From an optimization exercise on the open Yosys and OpenROAD flow, aimed at small area; shortcuts taken in it are not production practice. Only simulation tests tie the RTL to the original design; equivalence was not proved.

## flow/design.v (module list and top-level ports; edited modules follow where they fit)
// module complex_mult: 1938 lines
module complex_mult
#(
    parameter AWIDTH = 16,
    parameter BWIDTH = 16,
    parameter OUTWIDTH = 33
) (
    input  wire clk,
    input  wire [  AWIDTH-1:0] a_real,
    input  wire [  AWIDTH-1:0] a_imag,
    input  wire [  BWIDTH-1:0] b_real,
    input  wire [  BWIDTH-1:0] b_imag,
    input  wire                 valid,
    output wire [OUTWIDTH-1:0] z_real,
    output wire [OUTWIDTH-1:0] z_imag
);
  // ...
==> flow/flow/run.sh <==
#!/bin/bash
# Standard synthesis, then an inverter clean-up around full adders and XOR gates
# (flow/invopt.py), then the standard layout with 1x port buffers.
set -euo pipefail
R=orfs/results/${FLOW_PLATFORM}/complex_mult/base
bash standard.sh synth > synth.log 2>&1
cp $R/1_2_yosys.v $R/1_2_yosys_std.v
python3 flow/invopt.py $R/1_2_yosys_std.v $R/1_2_yosys.v > invopt.log 2>&1
touch $R/1_2_yosys.v
bash standard.sh BUFFER_PORTS_ARGS="-buffer_cell sky130_fd_sc_hd__buf_1" finish > layout.log 2>&1
==> flow/flow/invopt.py <==
#!/usr/bin/env python3
"""Remove inverters around full adders and XOR gates in a flat sky130 Yosys netlist.

A full adder is self-dual: FA(~a,~b,~c) = (~sum, ~cout), so each fa cell may be
flipped (all its pins complemented) without changing the logic.  An XOR gate can
absorb an inversion on any input or on its output by swapping xor2 <-> xnor2.
A greedy search picks flips that minimise the inverters needed; the netlist is
then rewritten with at most one inverter per signal whose complement is used.
Registers and every other cell are kept as they are.
usage: invopt2.py in.v out.v
"""
import re, sys, random
from collections import defaultdict

P = 'sky130_fd_sc_hd__'
INV = {P + 'inv_1', P + 'inv_2', P + 'clkinv_1'}
FA = {P + 'fa_1', P + 'fa_2', P + 'fa_4'}
XOR = {P + 'xor2_1': (P + 'xor2_1', P + 'xnor2_1', 0), P + 'xnor2_1': (P + 'xor2_1', P + 'xnor2_1', 1),
       P + 'xor2_2': (P + 'xor2_2', P + 'xnor2_2', 0), P + 'xnor2_2': (P + 'xor2_2', P + 'xnor2_2', 1),
       P + 'xor3_1': (P + 'xor3_1', P + 'xnor3_1', 0), P + 'xnor3_1': (P + 'xor3_1', P + 'xnor3_1', 1)}
OUTPINS = {'X', 'Y', 'Q', 'Q_N', 'SUM', 'COUT', 'HI', 'LO'}

src = open(sys.argv[1]).read()
mod = re.search(r'^(module\s+\w+\s*\(.*?\);)(.*)^(endmodule)', src, re.S | re.M)
pre, head, body, tail = src[:mod.start()], mod.group(1), mod.group(2), src[mod.start(3):]

cell_re = re.compile(r'^\s*(sky130_fd_sc_hd__\w+)\s+(\\\S+|\S+)\s*\((.*?)\);\n?', re.S | re.M)
pin_re = re.compile(r'\.(\w+)\(\s*(\\\S+\s|[^()\s]+)\s*\)')
cells = []
for mm in cell_re.finditer(body):
    typ, name, pins = mm.groups()
    pm = {p: n.strip() for p, n in pin_re.findall(pins)}
    cells.append([typ, name, pm])
rest = cell_re.sub('', body)

def q(n):
    return n + ' ' if n.startswith('\\') else n

protected = set()   # nets named in assigns or ports: their polarity is fixed
for a in re.findall(r'assign\s+(.*?);', rest, re.S):
    for tok in re.findall(r'\\\S+|[A-Za-z_][\w$]*(?:\[\d+\])?', a):
        protected.add(tok)
ports = set()
for d in re.findall(r'^\s*(?:input|output)\b([^;]*);', rest, re.M):
    for tok in re.findall(r'[A-Za-z_]\w*', d.split(']')[-1]):
        ports.add(tok)
def is_port_net(n):
    return n.split('[')[0] in ports or n in protected

drv = {}
for i, (typ, name, pm) in enumerate(cells):
    for p, n in pm.items():
        if p in OUTPINS:
            drv[n] = i
isinv = [c[0] in INV for c in cells]
isfa = [c[0] in FA for c in cells]
isxor = [c[0] in XOR for c in cells]

def resolve(n):
    i = drv.get(n)
    if i is not None and isinv[i] and not is_port_net(n):
        return cells[i][2]['A'], 1
    return n, 0

# loads of each base signal: (cell, pin, w0); w0 = 1 if it currently reads the complement
loads = defaultdict(list)
for i, (typ, name, pm) in enumerate(cells):
    if isinv[i] and not is_port_net(pm['Y']):
        continue
    for p, n in pm.items():
        if p in OUTPINS:
            continue
        b, w = resolve(n)
        loads[b].append((i, p, w))

flip = [0] * len(cells)       # FA: all pins complemented; XOR: output complemented
pinned = set()
for i, (typ, name, pm) in enumerate(cells):
    if isfa[i] or isxor[i]:
        for p, n in pm.items():
            if p in OUTPINS and is_port_net(n):
                pinned.add(i)

def dpol(b):
    i = drv.get(b)
    return flip[i] if i is not None and (isfa[i] or isxor[i]) else 0

def need(b):
    d = dpol(b)
    for (i, p, w) in loads[b]:
        if isxor[i]:
            continue
        wf = w ^ (flip[i] if isfa[i] else 0)
        if wf != d:
            return 1
    return 0

touch = defaultdict(set)
for b, ls in loads.items():
    for (i, p, w) in ls:
        touch[i].add(b)
for b in loads:
    i = drv.get(b)
    if i is not None:
        touch[i].add(b)

before = sum(need(b) for b in loads)
cand = [i for i in range(len(cells)) if (isfa[i] or isxor[i]) and i not in pinned]
best_flip, best = list(flip), before
random.seed(1)
for restart in range(int(sys.argv[3]) if len(sys.argv) > 3 else 8):
    if restart:
        flip = list(best_flip)
        for i in random.sample(cand, len(cand) // 10):
            flip[i] ^= 1
    changed = True
    while changed:
        changed = False
        order = cand[:]
        random.shuffle(order)
        for i in order:
            bs = touch[i]
            c0 = sum(need(b) for b in bs)
            flip[i] ^= 1
            c1 = sum(need(b) for b in bs)
            if c1 < c0 or (c1 == c0 and random.random() < 0.3):
                changed = changed or c1 < c0
            else:
                flip[i] ^= 1
    tot = sum(need(b) for b in loads)
    if tot < best:
        best, best_flip = tot, list(flip)
flip = best_flip
print(f'inverters: {sum(isinv)} in netlist, {before} signals needing a complement -> {best}', file=sys.stderr)

# rewrite
compl = {}
newcells = []
def comp_net(b):
    if b not in compl:
        nm = f'_invopt_{len(compl)}_'
        compl[b] = nm
        newcells.append((P + 'inv_1', nm + 'i', {'A': b, 'Y': nm}))
    return compl[b]

out = []
for i, (typ, name, pm) in enumerate(cells):
    if isinv[i] and not is_port_net(pm['Y']):
        continue
    npm = {}
    par = 0
    for p, n in pm.items():
        if p in OUTPINS:
            npm[p] = n
            continue
        b, w = resolve(n)
        d = dpol(b)
        if isxor[i]:
            npm[p] = b
            par ^= w ^ d          # reads b^d physically, wanted b^w
        else:
            wf = w ^ (flip[i] if isfa[i] else 0)
            npm[p] = b if wf == d else comp_net(b)
    if isxor[i]:
        xt, xnt, inv0 = XOR[typ]
        # wanted out = xor(inputs wanted) ^ inv0; physical output = wanted ^ flip
        typ = xnt if (inv0 ^ par ^ flip[i]) else xt
        opin = 'Y' if 'xnor2' in typ else 'X'
        onet = npm.pop('X', None) or npm.pop('Y')
        npm[opin] = onet
    out.append((typ, name, npm))

lines = [f'  wire {n};' for n in compl.values()]
for typ, name, pm in newcells + out:
    pins = ', '.join(f'.{p}({q(n)})' for p, n in pm.items())
    lines.append(f'  {typ} {q(name)} ({pins});')
open(sys.argv[2], 'w').write(pre + head + rest + '\n'.join(lines) + '\n' + tail)
==> flow/standard.sh <==
#!/bin/bash
# synth_recipe.tcl (not shown) runs the flow's synth.tcl, then flattens the netlist and writes it again
# the make line also repeats each setting of config.mk as NAME=value (left out here)
make -C /OpenROAD-flow-scripts/flow DESIGN_CONFIG=/design/flow/config.mk WORK_HOME=/design/flow/orfs CLKGATE_MAP_FILE= SYNTH_SCRIPT=/design/flow/synth_recipe.tcl "${@:-finish}"
==> flow/config.mk <==
export PLATFORM = sky130hd
export DESIGN_NAME = complex_mult
export DESIGN_NICKNAME = complex_mult
export VERILOG_FILES = /design/flow/design.v
export SDC_FILE = /design/flow/constraint.sdc
export NUM_CORES = 4
export LEC_CHECK = 0
export ABC_AREA = 1
export CAP_MARGIN = 20
export CORE_MARGIN = 2
export CORE_UTILIZATION = 65
export CTS_BUF_LIST = sky130_fd_sc_hd__clkbuf_4
export SLEW_MARGIN = 20
==> flow/constraint.sdc <==
create_clock -name core_clock -period 7.0 [get_ports {clk}]
set_input_delay 1.4000 -clock core_clock [delete_from_list [all_inputs] [get_ports {clk}]]
set_output_delay 1.4000 -clock core_clock [all_outputs]
set_load 0.01 [all_outputs]
==> impl_metrics.toml, run 1 <==
[clock_tree]
clk_latency_ns = 0.95
cts.sinks = 484
root_buffer = "clkbuf_4"

[layout]
num-nonclk-inverters = 277
buf_share_pct = 4.606
seq_cell_count = 484
layout_commonest_cell = "fa_1"
finalInstanceArea_sq_um = 33770
antennaDiodeCount = 2
buffers_excl_clock = 267

[job]
drv_cap = 0

[detailed_routing]
num_vias = 21655
ant_nets = 0
dr_wl_met2_mm = 42.70
vias_per_cell = 5.994
wl_met1_mm = 33.23
dr.pass1.iters = 6

[sta]
fin_worst_hold_slack_ns = 0.2746
worstMarginPinSlew_ns = 1.042
setup_viol = 0
slew_headroom_pct = 29.81
fin_setup_tns_ns = 0
fin_crit_ns = 6.838

[placed_design]
dp_hpwl_mm = 70.74
place_ws_ns = -0.005472
place_area_sq_um = 32180
io_buffers = 131

[setup_path]
critical_path_depth = 16
path_buf_inv = 0
cp_common_cell = "fa_1"
crit_path_start = "ai5[0]"

[status]
status = "no timing/DRC/antenna violations"

[global_route]
grt_pass1_vias = 23481
grtUsageMet2_pct = 60.87

[synth]
syn_avg_cell_area_sq_um = 11.40
==> run 2, diff against run 1 <==
--- a/flow/flow/run.sh
+++ b/flow/flow/run.sh
@@ -8,3 +8,3 @@
 python3 flow/invopt.py $R/1_2_yosys_std.v $R/1_2_yosys.v > invopt.log 2>&1
 touch $R/1_2_yosys.v
-bash standard.sh BUFFER_PORTS_ARGS="-buffer_cell sky130_fd_sc_hd__buf_1" finish > layout.log 2>&1
+bash standard.sh BUFFER_PORTS_ARGS="-buffer_cell sky130_fd_sc_hd__buf_1" "CTS_ARGS=-sink_clustering_enable -repair_clock_nets -dont_use_dummy_load -buf_list sky130_fd_sc_hd__clkbuf_4 -sink_clustering_size 10 -sink_clustering_max_diameter 50" GPL_KEEP_OVERFLOW=0 finish > layout.log 2>&1
==> run 2 against run 1 <==
Compared with the run above: clock skew decreased by 0.055 ns; die area unchanged; flip-flop and latch count unchanged; via count decreased by 1.7%; area after synthesis is the same; register-to-register slack better by 0.10 ns; non-clock buffer count increased by 4.
==> impl_metrics.toml, run 2 <==
[sta]
fin_worst_hold_slack_ns = 0.2676
finalHoldViolCount = 0
fin_setup_tns_ns = 0
worstMarginPinSlew_ns = 1.061
drv_slew = 0
slew_headroom_pct = 28.49
setup_ws_ns = 0.2654
fin_crit_ns = 6.735
timing.final.crit_share_pct = 96.21
fmax_mhz = 148.5
setup_viol = 0
fin_skew_ns = 0.09084

[placed_design]
place_ws_ns = -1.174
gp_congestion = 0.9755
io_buffers = 131
dp_hpwl_mm = 65.19

[setup_path]
r2r_cells = 24
cp-start-kind = "flop"
crit_path_start = "ps3[4]"
crit_type = "reg -> reg"
crit_slowest_cell = "fa_1"
cp_common_cell = "nand2_1"
cp_max_fo = 16
critPathRequiredTime_ns = 7.65
endpoint_kind = "flop"
crit_arrival_ns = 7.38
r2r_start = "ps3[4]"
cp_cell_sequence = "inv_1, o22ai_1, xor2_1, fa_1, fa_1, fa_1, inv_1, fa_1, fa_1, fa_1, ha_1, nand2_1, nor2_1, inv_1, nor2_1, nand2_1, nand2_4, nand2_1, nand2_1, nand2_1, nand2_1, nand2_1, nand2_1, fa_1"
slowest_delay_ns = 0.61

[clock_tree]
cts.sinks = 484
clk_pin_slew_worst_paths_ns = 0.09
root_buffer = "clkbuf_4"
cts_tree = "done"
htree_levels = 2
clk_latency_ns = 0.83
cts_buffers = 59
clock_path_buffers = 3

[global_route]
grt_pass1_vias = 21491
grt_pass1_wl_mm = 129.2
grt_max_degree = 37
antenna_found_initial = 2
grt_usage_pct = 35.26
gr-total-overflow = 0

[hold_path]
hold_class = "reg -> reg"
min-delay-start = "br3[14]"
hold_depth = 0

[layout]
nNetsFinal = 3490
multi_input_area_sq_um = 18850
fill_cells = 3301
largest_registers = "zi7 (33), zr7 (33)"
mostFrequentLayoutCells = "456 x fa_1, 392 x dfxtp_1, 351 x o22ai_1"
area_growth_pct = 8.817
layout_commonest_cell = "fa_1"
regArea_sq_um = 10410
layout-drive-gt1-share_pct = 11.31

[job]
drv_cap = 0

[detailed_routing]
ant_nets = 0
vias_per_cell = 6.125
wire_per_inst_um = 24.76
drt_iter0_markers = 2080
totalWireLength_mm = 86.05
num_vias = 21292
drc = 0
dr.pass1.iters = 6

[synth]
synth_nets = 3309
yosys_warnings = 1
postSynthCellCount = 2686
synth_area_sq_um = 30620
syn_avg_cell_area_sq_um = 11.40

[status]
status = "no timing/DRC/antenna violations"

[floorplanning]
initial_core_util_pct = 65.78
die_h_um = 221.1
die_area_sq_um = 48870
rows = 79
die_w_um = 221.1
io_pins = 132
coreArea_sq_um = 46560
run 2: cell type report:
cell class | instances | share of cell area, %
Multi-Input combinational cell | 1774 | 56.57
Sequential cell | 484 | 31.22
Timing Repair Buffer | 271 | 5.227
Inverter | 277 | 3.345
Tap cell | 607 | 2.279
Clock buffer | 59 | 1.329
Antenna cell | 4 | 0.03004
run 2: critical path: cells and delay by family, from the launching register on:
kind | cells | cell delay, ns
fa+ha+maj | 8 | 3.84
simple gates | 11 | 1.13
buf+inv | 3 | 0.73
flops | 1 | 0.40
compound gates | 1 | 0.22
xor+xnor | 1 | 0.21
run 2: path summary, 6_finish.rpt:
path              to  slack [ns]
max reg2reg  zr7[30]        0.27
min          br4[14]        0.27
min reg2reg  br4[14]        0.27
max          zr7[30]        0.27
run 2: routing by layer:
layer	up-vias	routed length (um)	GRT usage (%)
li1	9160	-	-
met1	10507	32310	47.93
met2	1327	39360	54.92
met3	298	9603	7.436
met4	0	4784	16.15
met5	-	0	0
run 2: stage by stage:
step	utilization, %	std cells	area (sq um)
3_3_place_gp	66.84	3273	31120
3_5_place_dp	66.98	3276	31180
5_1_grt	71.58	3476	33320
2_1_floorplan	-	2686	30620
4_1_cts	69.37	3383	32300
6_report	71.58	3476	33320
run 2: timing repair:
item	CTS	global route
setup buffers	48	89
resized for setup	72	58
cloned	0	0
setup endpoints to repair	37	23
hold endpoints to repair	0	0
pin swaps	9	15
hold buffers	0	0
==> run 3, diff against run 2 <==
==> flow/flow/run.sh (replaced) <==
#!/bin/bash
# Standard synthesis, then an inverter clean-up around full adders and XOR gates
# (flow/invopt.py), then the standard layout with 1x port buffers.
set -euo pipefail
R=orfs/results/${FLOW_PLATFORM}/complex_mult/base
bash standard.sh synth > synth.log 2>&1
cp $R/1_2_yosys.v $R/1_2_yosys_std.v
python3 flow/invopt.py $R/1_2_yosys_std.v $R/1_2_yosys.v > invopt.log 2>&1
touch $R/1_2_yosys.v
bash standard.sh BUFFER_PORTS_ARGS="-buffer_cell sky130_fd_sc_hd__buf_1" "CTS_ARGS=-sink_clustering_enable -repair_clock_nets -dont_use_dummy_load -buf_list sky130_fd_sc_hd__clkbuf_4 -sink_clustering_size 10 -sink_clustering_max_diameter 50" finish > layout.log 2>&1
==> run 3 against run 2 <==
Compared with the run above: first-iteration DRC count down 0.77%; area after synthesis unchanged; synthesized cell count unchanged; die area unchanged; critical endpoint is now ps2[15]; clock skew up 0.053 ns; register-to-register slack worse by 0.14 ns; core utilization down 1.5 points; highest routed layer is now met5.
==> impl_metrics.toml, run 3 <==
[sta]
worstMarginPinSlew_ns = 1.111
fin_skew_ns = 0.1435
rsz0062_at_grt = "yes"
fmax_mhz = 145.4
fin_setup_tns_ns = 0
finalHoldViolCount = 0
setup_viol = 0
drv_slew = 0
timing.final.crit_share_pct = 98.25
slew_headroom_pct = 25.17
fin_crit_ns = 6.877
fin_worst_hold_slack_ns = 0.2603

[detailed_routing]
totalWireLength_mm = 87.14
drt_iter0_markers = 2064
vias_per_cell = 6.087
drc = 0
wire_per_inst_um = 25.12
ant_nets = 0
num_vias = 21117
dr.pass1.iters = 8

[setup_path]
path_buf_inv = 1
crit_path_start = "br5[0]"
crit_type = "reg -> reg"
slowest_delay_ns = 0.51
cp_cell_sequence = "ha_1, inv_1, fa_1, fa_1, fa_1, fa_1, fa_1, fa_1, fa_1, fa_1, fa_1, fa_1, fa_1, fa_1, fa_1, fa_1, fa_1"
crit_arrival_ns = 7.54
r2r_start = "br5[0]"
crit_slowest_cell = "fa_1"
critPathRequiredTime_ns = 7.66
endpoint_kind = "flop"
cp_max_fo = 3
cp_common_cell = "fa_1"
cpLargestDelayFamily = "adder cells"
cp-start-kind = "flop"

[synth]
synth_area_sq_um = 30620
yosys_warnings = 1
synth_nets = 3309
syn_avg_cell_area_sq_um = 11.40
postSynthCellCount = 2686

[global_route]
grt_usage_pct = 36.58
grt_pass1_wl_mm = 133.2
grt_pass1_vias = 22546
antenna_found_initial = 3
grtUsageMet2_pct = 58.60
gr-usage-met3_pct = 9.149
grt_max_degree = 65
gr-total-overflow = 0
top_usage_layer = "met2"
met1_usage_pct = 47.14

[layout]
mostFrequentLayoutCells = "461 x fa_1, 418 x dfxtp_1, 351 x o22ai_1"
fill_cells = 3388
regArea_sq_um = 10330
finalInstanceArea_sq_um = 32630
layout_commonest_cell = "fa_1"
fin_util_pct = 70.09
largest_registers = "zi7 (33), zr7 (33)"
nNetsFinal = 3485
layout-drive-gt1-share_pct = 8.357
area_growth_pct = 6.550
multi_input_area_sq_um = 18500

[floorplanning]
die_w_um = 221.1
io_pins = 132
coreArea_sq_um = 46560
die_area_sq_um = 48870
rows = 79
die_h_um = 221.1
initial_core_util_pct = 65.78

[hold_path]
hold_class = "reg -> reg"
min-delay-start = "ai2[3]"

[clock_tree]
clk_pin_slew_worst_paths_ns = 0.10
root_buffer = "clkbuf_4"
clk_latency_ns = 0.87
htree_levels = 2
clock_path_buffers = 3
cts_tree = "done"
cts.sinks = 484
postCtsHoldBufs = 0
cts_buffers = 58

[status]
status = "no timing/DRC/antenna violations"

[placed_design]
place_area_sq_um = 32180
gp_congestion = 1.036
dp_hpwl_mm = 70.74
io_buffers = 131

[job]
drv_cap = 0
-- run 3: changes by cell type in the layout (fill, tap and decap cells not counted), sizes merged --
cell / delta
diode: -2
clkinvlp: -20
buf: -5
inv: +20
-- run 3: final cells by class --
type / count / area share, %
inverter: 277 / 3.187
timing repair buffer: 267 / 4.755
tap: 607 / 2.328
sequential: 484 / 31.67
multi-input combinational: 1774 / 56.71
clock buffer: 58 / 1.334
antenna: 2 / 0.01534
-- run 3: path summary, 6_finish.rpt --
path	slack, ns	depth (start not counted)	end
worst max-delay path	0.12	17	ps2[15]
worst min-delay path	0.26	0	ai3[3]
worst max register to register	0.12	17	ps2[15]
worst min register to register	0.26	0	ai3[3]
-- run 3: timing repair --
item                       CTS  global route
setup endpoints to repair    1             6
setup buffers                0             0
resized for setup            1             5
pin swaps                    0             0
-- run 3: routing by layer --
| layer | part of all wire, % | wire length, um |
|---|---|---|
| met1 | 37 | 32110 |
| met2 | 47 | 41120 |
| met3 | 11 | 9291 |
| met4 | 5.3 | 4605 |
| met5 | 0.015 | 13 |
-- run 3: metrics by stage --
stage	setup slack [ns]	cells
floorplan	0.6280	2686
global placement	0.1517	3409
detailed placement	-0.005472	3409
CTS	0.03153	3467
global route	-0.06542	3468
finish	0.1227	3469

[separate check: timing with driven ports]
In the flow no input, the clock included, has a driving cell. The finished layouts below were timed again as built, in two steps.
Step 1, drivers: a clkbuf_16 drives clk and a buf_2 each remaining input, both assumed.
Step 2, shift: input delay + t, output delay - t, t = (earliest + latest rising clock arrival at the registers) / 2. This alone moves slack from input paths to output paths.
Three values: no drivers, after step 1, after step 2; two values: the first two.
| run | t, ns | setup slack, ns | worst setup path after step 2 | worst data-port slew with drivers (ns) |
|---|---|---|---|---|
| run 1 | 0.938 | 0.162 / 0.162 / 0.162 | register to register | 0.05 |
| run 2 | 0.844 | 0.265 / 0.265 / 0.265 | register to register | 0.05 |
| run 3 | 0.854 | 0.123 / 0.123 / 0.123 | register to register | 0.05 |
After both steps setup and hold are still met in every run listed.
